From an optimization exercise on the open Yosys and OpenROAD flow, aimed at small area and a short achievable clock period; shortcuts taken in it are not production practice. No functional check of the RTL was part of any run shown here. Power is estimated from default activity; no workload was simulated.

==> flow/design.v, too long to show whole: its modules and the start of the top module <==
// module user_logic: 1201 lines
// module fa: 4 lines
module user_logic
(
  Bus2IP_Clk,
  Bus2IP_Reset,
  Bus2IP_Data,
  Bus2IP_BE,
  Bus2IP_RdCE,
  Bus2IP_WrCE,
  IP2Bus_Data,
  IP2Bus_RdAck,
  IP2Bus_WrAck,
  IP2Bus_Error
);
  // ...
==> flow/run.sh <==
#!/bin/bash
# synth_recipe.tcl (not shown) runs the flow's synth.tcl, then flattens the netlist and writes it again
# the make line also repeats each setting of config.mk as NAME=value (left out here)
make -C /OpenROAD-flow-scripts/flow DESIGN_CONFIG=/design/flow/config.mk WORK_HOME=/design/flow/orfs CLKGATE_MAP_FILE= SYNTH_SCRIPT=/design/flow/synth_recipe.tcl finish
==> flow/config.mk <==
export PLATFORM = sky130hd
export DESIGN_NAME = user_logic
export DESIGN_NICKNAME = user_logic
export VERILOG_FILES = /design/flow/design.v
export SDC_FILE = /design/flow/constraint.sdc
export NUM_CORES = 4
export LEC_CHECK = 0
export ABC_AREA = 1
export CAP_MARGIN = 20
export CORE_MARGIN = 2
export CORE_UTILIZATION = 40
export SETUP_SLACK_MARGIN = 4.5
export SLEW_MARGIN = 20
export SYNTH_HIERARCHICAL = 1
export SYNTH_MINIMUM_KEEP_SIZE = 0
export TNS_END_PERCENT = 5
==> flow/constraint.sdc <==
create_clock -name core_clock -period 8.5 [get_ports {Bus2IP_Clk}]
set_input_delay 1.7000 -clock core_clock [delete_from_list [all_inputs] [get_ports {Bus2IP_Clk}]]
set_output_delay 1.7000 -clock core_clock [all_outputs]
set_load 0.01 [all_outputs]
==> flow_summary.yaml, run 1 <==
synthesis:
  yosysTopAreaCell: "fa_1"
  syn_inst: 1613
  synth.yosys.warnings: 7
  yosys.cell_count.top_type: "xor2_1"
  synth-xor-area-share: 0.151
  ys_types: 33
  synth_top_family_by_area: "adder cells"
grt:
  gr-usage-met3: 0.0575
  busiest_layer: "met2"
  antenna_found_initial: 0
setup_path:
  crit_path_end: "IP2Bus_Data[14]"
  startpoint: "Bus2IP_RdCE[0]"
  endpoint_kind: "primary output"
  reg2regPathDepth: 9
  critical_path.cell_chain: "buf_12 > nor2_4 > nand2_2 > inv_4 > buf_12 > buf_16 > nand2_2 > o211ai_1 > buf_2"
  r2r_start: "slv_reg1[8]"
place:
  place_area_sq_um: 16100
  dp_cells: 2078
  place.gp.congestion: 0.876
floorplanning:
  tap_cells: 511
  core_area_sq_um: 37400
clock_tree:
  cts_hold_buf: 0
  path_clk_slew_ns: 0.07
  cts-root-buf: "clkbuf_16"
finish:
  seq_share: 0.174
  bufAreaShareNonClock: 0.0904
  regArea_sq_um: 3090
  syn_to_final_growth_pct: 17.8
  clkbuf_count: 17
  reg_top3: "slv_reg0: 32 flops, slv_reg1: 32 flops, slv_reg2: 32 flops"
drt:
  wl_per_cell_microns: 25.7
  met1_length_microns: 21400
  drtPass1Iterations: 8
  vias: 13200
sta:
  final_max_slew_viol_count: 0
  slew_headroom: 0.362
  clock_skew_ns: 0.0143
hold_path:
  worstHoldStart: "t5_0"
  min_path_cells: 2
power:
  intPower_uw: 1460
  maxPowerGroup: "registers"
  pwr-share-seq: 0.378
outcome:
  outcome: "finished clean"
==> run 2: changes to the inputs <==
--- a/flow/design.v
+++ b/flow/design.v
@@ -1174,28 +1174,30 @@
   wire adP26_0 = adP26_24 & adP23_0;
   wire adg28_0 = adg28_28 | (adp28 & adg27_0);
   wire adP28_0 = adp28 & adP27_0;
   wire adg29_0 = adg29_28 | (adP29_28 & adg27_0);
   wire adP29_0 = adP29_28 & adP27_0;
   wire adg30_0 = adg30_28 | (adP30_28 & adg27_0);
   wire adP30_0 = adP30_28 & adP27_0;
   wire [31:0] psum = {(adp31 ^ adg30_0), (adp30 ^ adg29_0), (adp29 ^ adg28_0), (adp28 ^ adg27_0), (adp27 ^ adg26_0), (adp26 ^ adg25_0), (adp25 ^ adg24_0), (adp24 ^ adg23_0), (adp23 ^ adg22_0), (adp22 ^ adg21_0), (adp21 ^ adg20_0), (adp20 ^ adg19_0), (adp19 ^ adg18_0), (adp18 ^ adg17_0), (adp17 ^ adg16_0), (adp16 ^ adg15_0), (adp15 ^ adg14_0), (adp14 ^ adg13_0), (adp13 ^ adg12_0), (adp12 ^ adg11_0), (adp11 ^ adg10_0), (adp10 ^ adg9_0), (adp9 ^ adg8_0), (adp8 ^ adg7_0), (adp7 ^ adg6_0), (adp6 ^ adg5_0), (adp5 ^ adg4_0), (adp4 ^ adg3_0), (adp3 ^ adg2_0), (adp2 ^ adg1_0), (adp1 ^ adg0_0), (adp0)};
-  wire [31:0] pnext = (Bus2IP_Reset | rst_d) ? 32'd0 : psum;
+  wire [31:0] pnext = psum;
+  reg r2z;
+  always @(posedge Bus2IP_Clk) r2z <= Bus2IP_Reset | rst_d;
   always @(posedge Bus2IP_Clk) begin
     rst_d <= Bus2IP_Reset;
     for (k = 0; k < 32; k = k + 1)
       slv_reg2[k] <= pnext[31-k];
   end
   reg [0:31] rdata;
   always @(*) begin
     case (Bus2IP_RdCE)
       3'b100:  rdata = slv_reg0;
       3'b010:  rdata = slv_reg1;
-      3'b001:  rdata = slv_reg2;
+      3'b001:  rdata = r2z ? 32'd0 : slv_reg2;
       default: rdata = 32'd0;
     endcase
   end
   assign IP2Bus_Data  = rdata;
   assign IP2Bus_RdAck = |Bus2IP_RdCE;
   assign IP2Bus_WrAck = |Bus2IP_WrCE;
   assign IP2Bus_Error = 1'b0;
 endmodule
==> run 2 against run 1 <==
Net effect:
- still clean
- combinational power grew 7.4%
- total power is 3.4% higher
- clock-buffer cell count increased by 3
- die area is 0.57% lower
- critical endpoint is now IP2Bus_Data[11]
- largest cell class unchanged
- largest power group unchanged
==> flow_summary.yaml, run 2 <==
finish:
  reg_top3: "slv_reg0: 32 flops, slv_reg1: 32 flops, slv_reg2: 32 flops"
  nFillCells: 3344
  final_common_cell: "xor2_1"
  regArea_sq_um: 3120
  multi_input_area_sq_um: 11500
  layout.nets: 1932
  drive_gt1_frac: 0.197
  design_area_sq_um: 18100
  syn_to_final_growth_pct: 20.8
  most-common-layout-cells: "258 x xor2_1, 234 x o22ai_1, 221 x fa_1"
  finalNonFillerCells: 2119
power:
  ir_drop_mv: 0.112
  pwr-share-seq: 0.386
  switching_share: 0.349
  switchingPower_uw: 800
  p_leak_uw: 0.00910
  total_power_uw: 2290
  clkPwrFrac: 0.348
  comb_power_share: 0.266
  powerDensity_nw_per_um2: 126
  intPower_uw: 1490
drt:
  vias: 13000
  drtPass1Iterations: 6
  wl_per_cell_microns: 25.8
  vias_per_cell: 6.15
  ant_nets: 0
  post-route-drc-count: 0
  drtIter0Drc: 1689
  postRouteWirelength_microns: 54700
clock_tree:
  cts-root-buf: "clkbuf_16"
  cts_tree: "yes"
  path_clk_slew_ns: 0.06
  cts_buffer_depth: 2
  htreeDepth: 4
  clock_sinks: 154
  clock_latency_ns: 0.46
  numCtsBuffers: 17
floorplanning:
  core_area_sq_um: 36800
  initial_utilization: 0.408
  num_rows: 70
  die_h_microns: 198
  dieArea_sq_um: 39100
  io_pins: 79
  die-width_microns: 198
place:
  dpl.hpwl_microns: 33000
  place_area_sq_um: 16200
  dp_cells: 1997
  io_buffers: 77
  place.gp.congestion: 0.895
  pre_cts_ws_ns: 2.42
sta:
  tns_ns: 0
  clock_skew_ns: 0.0142
  rsz0062_at_grt: "true"
  min_period_ns: 4.41
  hold_viol: 0
  max_clock_freq_mhz: 227
  worst_slack_ns: 4.09
  fin_crit_sh: 0.519
  worstMarginPinSlew_ns: 0.921
  slew_headroom: 0.385
  setup_viol: 0
  final_max_slew_viol_count: 0
synthesis:
  synth-edff-count: 0
  synthTopCellsByCount: "261 x xor2_1, 245 x o22ai_1, 235 x fa_1, 160 x nand2_1, 154 x dfxtp_1"
  yosys.area_share.simple: 0.0664
  ys_async_sr_fraction: 0
  mappedNetlistArea_sq_um: 15000
  syn_area_per_cell_sq_um: 9.55
  synth-xor-area-share: 0.153
  yosys.cell_count.top_type: "xor2_1"
  synth_top_family_by_area: "adder cells"
  ys.flop_type: "dfxtp_1"
  ys_ff_latch: 154
  yosysTopAreaCellShare: 0.313
  syn-num-nets: 1868
  synth_mux_area_frac: 0.0117
  synth.yosys.warnings: 7
  syn_inst: 1573
  synth_compound_area_frac: 0.165
  synth_area_leaders: "fa_1 31%, dfxtp_1 21%, xor2_1 15%, o22ai_1 10%, nand2_1 4.0%"
  yosysTopAreaCell: "fa_1"
  yosysSeqAreaShare: 0.205
  ys_types: 32
  yosys.area_share.adder: 0.326
setup_path:
  critical_path_required_ns: 6.80
  critPathLaunchType: "primary input"
  critPathBufInv: 4
  path_max_fanout: 11
  cp.arrival_ns: 2.71
  critPathSlowestCell: "clkdlybuf4s15_1"
  crit_family: "buffers and inverters"
  endpoint_kind: "primary output"
  critical_path.cell_chain: "buf_8 > nor3_4 > buf_12 > buf_12 > nand2_1 > o221ai_2 > clkdlybuf4s15_1"
  slowest_delay_ns: 0.26
  path_class: "primary input to primary output"
  critPathMostFrequentCell: "buf_12"
grt:
  grt_pass1_vias: 12800
  overflow: 0
  grt_pass1_wl_microns: 77700
  antenna_found_initial: 1
  grt_max_degree: 67
  grtUsageTotal: 0.265
hold_path:
  hp-class: "register to register"
outcome:
  outcome: "finished clean"
flow_run:
  drv_cap: 0
[run 2: cell types whose count changed in the layout (fill, tap and decap cells not counted), sizes merged, moves of 2 or more]
cell and delta:
clkinv +2, a21oi -8, xor2 +5, nand3 -4
clkdlybuf4s15 +2, nand2 -26, buf +29, xnor2 -2
o211ai -32, o221ai +32, clkinvlp -8, nor2 -23
inv +18
[run 2: worst paths after layout]
kind	from	end	slack, ns	cells after the start
setup / recovery	Bus2IP_RdCE[2]	IP2Bus_Data[11]	4.09	7
hold / removal	t10_0	slv_reg2[21]	0.33	0
setup reg to reg	slv_reg1[29]	t11_0	4.14	17
hold reg to reg	t10_0	slv_reg2[21]	0.33	0
[run 2: timing repair]
| action | CTS | global route |
|---|---|---|
| cloned | 6 | 11 |
| hold endpoints to repair | 0 | 0 |
| buffers inserted | 16 | 56 |
| hold buffers | 0 | 0 |
| pin swaps | 4 | 24 |
| gates resized for setup | 183 | 91 |
| endpoints found under the setup margin | 84 | 72 |
[run 2: routing by layer]
layer | part of all wire | track usage | vias to the layer above
met5 | 0 | 0 | -
met4 | 0.049 | 0.109 | 0
met3 | 0.10 | 0.0409 | 204
met2 | 0.46 | 0.432 | 932
met1 | 0.39 | 0.353 | 6469
li1 | - | - | 5428
[run 2: final cells by class]
cell class              instances  share of cell area
clock buffers                  20              0.0252
clock inverters                12             0.00724
multi-input cells            1163               0.633
inverters                     116              0.0261
well taps                     468              0.0323
flip-flops and latches        154               0.172
repair buffers                184               0.104
diodes                          1            0.000138
repair inverters                1            0.000276
[run 2: power by group through the flow]
| stage | combinational [uW] | sequential, uW | clock (uW) |
|---|---|---|---|
| 4_1_cts | 577 | 885 | 810 |
| 5_1_grt | 672 | 895 | 830 |
| 3_5_place_dp | 552 | 903 | 0 |
| 2_1_floorplan | 381 | 878 | 0 |
| 3_3_place_gp | 545 | 903 | 0 |
| 6_report | 610 | 884 | 797 |
[run 2: kinds of logic (layout without fill, tap and decap cells)]
logic type	count (synthesis)	in the layout
compound gates	375	375
xor+xnor	263	263
fa+ha+maj	251	251
buf+inv	264	333
flops	154	154
mux	14	21
other cells	1	2
simple gates	251	252
[run 2: through the flow]
stage / hold WS (ns) / util
2_1_floorplan: 0.310 / -
3_3_place_gp: 0.312 / 0.440
3_5_place_dp: 0.313 / 0.440
4_1_cts: 0.324 / 0.467
5_1_grt: 0.327 / 0.493
6_report: 0.327 / 0.493
[run 2: Yosys stat by module (local to each module, per instance)]
module | times used | cell area [sq um] | cells inside
user_logic | 1 | 10500 | 1348
fa | 225 | 20.0 | 1
==> run 3: changes to the inputs <==
--- a/flow/config.mk
+++ b/flow/config.mk
@@ -9,7 +9,7 @@
 export CAP_MARGIN = 20
 export CORE_MARGIN = 2
 export CORE_UTILIZATION = 40
-export SETUP_SLACK_MARGIN = 4.5
+export SETUP_SLACK_MARGIN = 4
 export SLEW_MARGIN = 20
 export SYNTH_HIERARCHICAL = 1
 export SYNTH_MINIMUM_KEEP_SIZE = 0
==> run 3 against run 2 <==
Net effect:
- still clean on timing, DRC and antenna
- sequential cell count is the same
- clock power decreased by 0.6%
- clock-buffer cell count down 2
- critical path type unchanged
- highest routed layer unchanged
==> flow_summary.yaml, run 3 <==
outcome:
  outcome: "finished clean"
floorplanning:
  num_rows: 70
  core_area_sq_um: 36800
  die_h_microns: 198
  dieArea_sq_um: 39100
  initial_utilization: 0.408
  die-width_microns: 198
  io_pins: 79
synthesis:
  ys_async_sr_fraction: 0
  syn_area_per_cell_sq_um: 9.55
  yosys.cell_count.top_type: "xor2_1"
  yosysTopAreaCell: "fa_1"
  mappedNetlistArea_sq_um: 15000
  yosysSeqAreaShare: 0.205
  synth.yosys.warnings: 7
  ys_ff_latch: 154
  syn_inst: 1573
  ys.flop_type: "dfxtp_1"
  synth_area_leaders: "fa_1 31%, dfxtp_1 21%, xor2_1 15%, o22ai_1 10%, nand2_1 4.0%"
  ys_types: 32
  syn-num-nets: 1868
  synth-edff-count: 0
  yosysTopAreaCellShare: 0.313
  synthTopCellsByCount: "261 x xor2_1, 245 x o22ai_1, 235 x fa_1, 160 x nand2_1, 154 x dfxtp_1"
grt:
  overflow: 0
  grt_pass1_wl_microns: 77400
  antenna_found_initial: 0
  grtUsageTotal: 0.265
  grt_max_degree: 39
  grt_pass1_vias: 12600
power:
  ir_drop_mv: 0.146
  powerDensity_nw_per_um2: 133
  p_leak_uw: 0.00863
  total_power_uw: 2240
finish:
  most-common-layout-cells: "261 x xor2_1, 245 x o22ai_1, 235 x fa_1"
  diodes: 0
  final_common_cell: "xor2_1"
  finish.utilization: 0.458
  layout.nets: 1862
  reg_top3: "slv_reg0: 32 flops, slv_reg1: 32 flops, slv_reg2: 32 flops"
  drive_gt1_frac: 0.104
  syn_to_final_growth_pct: 12.1
clock_tree:
  cts_tree: "yes"
  clock_sinks: 154
  cts_buffer_depth: 2
  cts_hold_buf: 0
  numCtsBuffers: 17
  path_clk_slew_ns: 0.07
  cts-root-buf: "clkbuf_16"
  htreeDepth: 4
  clock_latency_ns: 0.46
sta:
  fin_crit_sh: 0.534
  worstMarginPinSlew_ns: 1.07
  final_max_slew_viol_count: 0
  hold_viol: 0
  setup_viol: 0
  clock_skew_ns: 0.0141
  min_period_ns: 4.54
  max_clock_freq_mhz: 220
  holdWs_ns: 0.330
  rsz0062_at_grt: "true"
  slew_headroom: 0.286
  tns_ns: 0
drt:
  wl_per_cell_microns: 25.2
  vias_per_cell: 6.11
  ant_nets: 0
  postRouteWirelength_microns: 51600
  vias: 12500
  drtIter0Drc: 1558
  post-route-drc-count: 0
  drtPass1Iterations: 6
setup_path:
  slowest_delay_ns: 0.28
  critical_path_required_ns: 6.80
  endpoint_kind: "primary output"
  critPathLaunchType: "primary input"
  path_max_fanout: 11
  cp.arrival_ns: 2.84
  path_class: "primary input to primary output"
  critPathSlowestCell: "dlygate4sd2_1"
  critical_path.cell_chain: "dlygate4sd2_1 > inv_1 > nand4_1 > buf_6 > buf_8 > o221ai_1 > buf_2"
flow_run:
  drv_cap: 0
place:
  place.gp.congestion: 0.878
  io_buffers: 77
  dpl.hpwl_microns: 32700
hold_path:
  hp-class: "register to register"
==> run 3: cell types whose count changed in the layout (fill, tap and decap cells not counted), sizes merged, moves of 4 or more <==
cell,before,now
buf,124,73
inv,105,111
clkbuf,29,20
clkdlybuf4s15,10,2
clkinvlp,12,8
mux2,21,16
==> run 3: where the power goes <==
part	total, uW	internal, uW	switching, uW	leakage [uW]
logic	565	212	352	0.00709
clock network	792	416	376	0.000281
registers	881	830	50.3	0.00127
==> run 3: worst paths after layout <==
path,from,end,slack [ns],depth (start not counted)
setup / recovery,Bus2IP_RdCE[0],IP2Bus_Data[30],3.96,7
hold / removal,t9_0,slv_reg2[22],0.33,0
setup reg to reg,slv_reg1[28],t11_0,3.96,16
hold reg to reg,t9_0,slv_reg2[22],0.33,0
==> run 3: kinds of logic after synthesis <==
family | after synthesis | share of synthesized area
AOI/OAI and AO/OA | 375 | 0.165
xor gates and xnor gates | 263 | 0.153
adders and majority gates | 251 | 0.326
buffers and inverters | 264 | 0.0718
DFF | 154 | 0.205
muxes | 14 | 0.0117
other | 1 | 0.000250
and+or+nand+nor | 251 | 0.0664
==> run 3: critical path, delay by kind of cell <==
family	cells	cell delay (ns)
buffers and inverters	5	0.85
AO/OA/AOI/OAI	1	0.19
AND/OR/NAND/NOR	1	0.09
==> run 3: modules after synthesis (local to each module, per instance) <==
| module | cells | flops+latches |
|---|---|---|
| user_logic | 1348 | 154 |
| fa | 1 | 0 |
==> run 3: cell type report <==
cell class / instances / area, sq um
clock buffers: 18 / 429
clock inverters: 14 / 158
fillers: 3509 / 19900
inverters: 116 / 452
multi-input cells: 1157 / 11000
flip-flops and latches: 154 / 3100
well taps: 468 / 586
repair buffers: 119 / 1150
repair inverters: 2 / 10.0
==> run 3: what timing repair did <==
action	in CTS	in global routing
gates cloned	6	4
gates resized for setup	174	17
pin swaps	2	0
buffers inserted	8	3
hold endpoints to repair	0	0
endpoints found under the setup margin	79	45
==> run 3: metrics by stage <==
stage | setup slack [ns] | cell area, sq um | std cells
floorplan | 4.24 | 15000 | 1573
detailed placement | 2.74 | 16000 | 1995
finish | 3.96 | 16800 | 2048
CTS | 3.92 | 16700 | 2041
global placement | 2.82 | 15900 | 1993
global route | 3.86 | 16800 | 2048
==> run 3: layer usage <==
| metal | share of wire | vias to the layer above | track usage | wire length [microns] |
|---|---|---|---|---|
| li1 | - | 5281 | - | - |
| met1 | 0.40 | 6238 | 0.346 | 20400 |
| met2 | 0.46 | 804 | 0.420 | 23900 |
| met3 | 0.090 | 185 | 0.0508 | 4660 |
| met4 | 0.049 | 0 | 0.139 | 2540 |
| met5 | 0 | - | 0 | 0 |

[re-timing with driven ports]
Ports are ideal in the flow. The routed layouts listed here were re-timed in OpenROAD.
Step 1, drivers: a clkbuf_16 drives Bus2IP_Clk and a buf_2 each remaining input, both assumed.
Step 2 times the ports against the registers' clock, not the clock port: input delays grow and output delays shrink by t, the midpoint of the rising clock arrivals with the driver on.
a / b / c = ideal ports / drivers / drivers and shift; a / b = the first two.
| run | shift t [ns] | setup slack, ns | hold slack, ns | worst setup path at the end | clock arrival spread, ns |
|---|---|---|---|---|---|
| run 1 | 0.503 | 4.000 / 3.953 / 3.953 | 0.412 / 0.412 / 0.412 | input to output | 0.014 / 0.014 |
| run 2 | 0.499 | 4.089 / 4.046 / 4.046 | 0.327 / 0.327 / 0.327 | input to output | 0.015 / 0.014 |
| run 3 | 0.507 | 3.959 / 3.941 / 3.941 | 0.330 / 0.330 / 0.330 | input to output | 0.015 / 0.014 |
After both steps setup and hold are still met in every run listed. For run 1, which loses most, drivers alone change the setup slack by -0.047 ns; drivers and shift together by -0.047 ns.
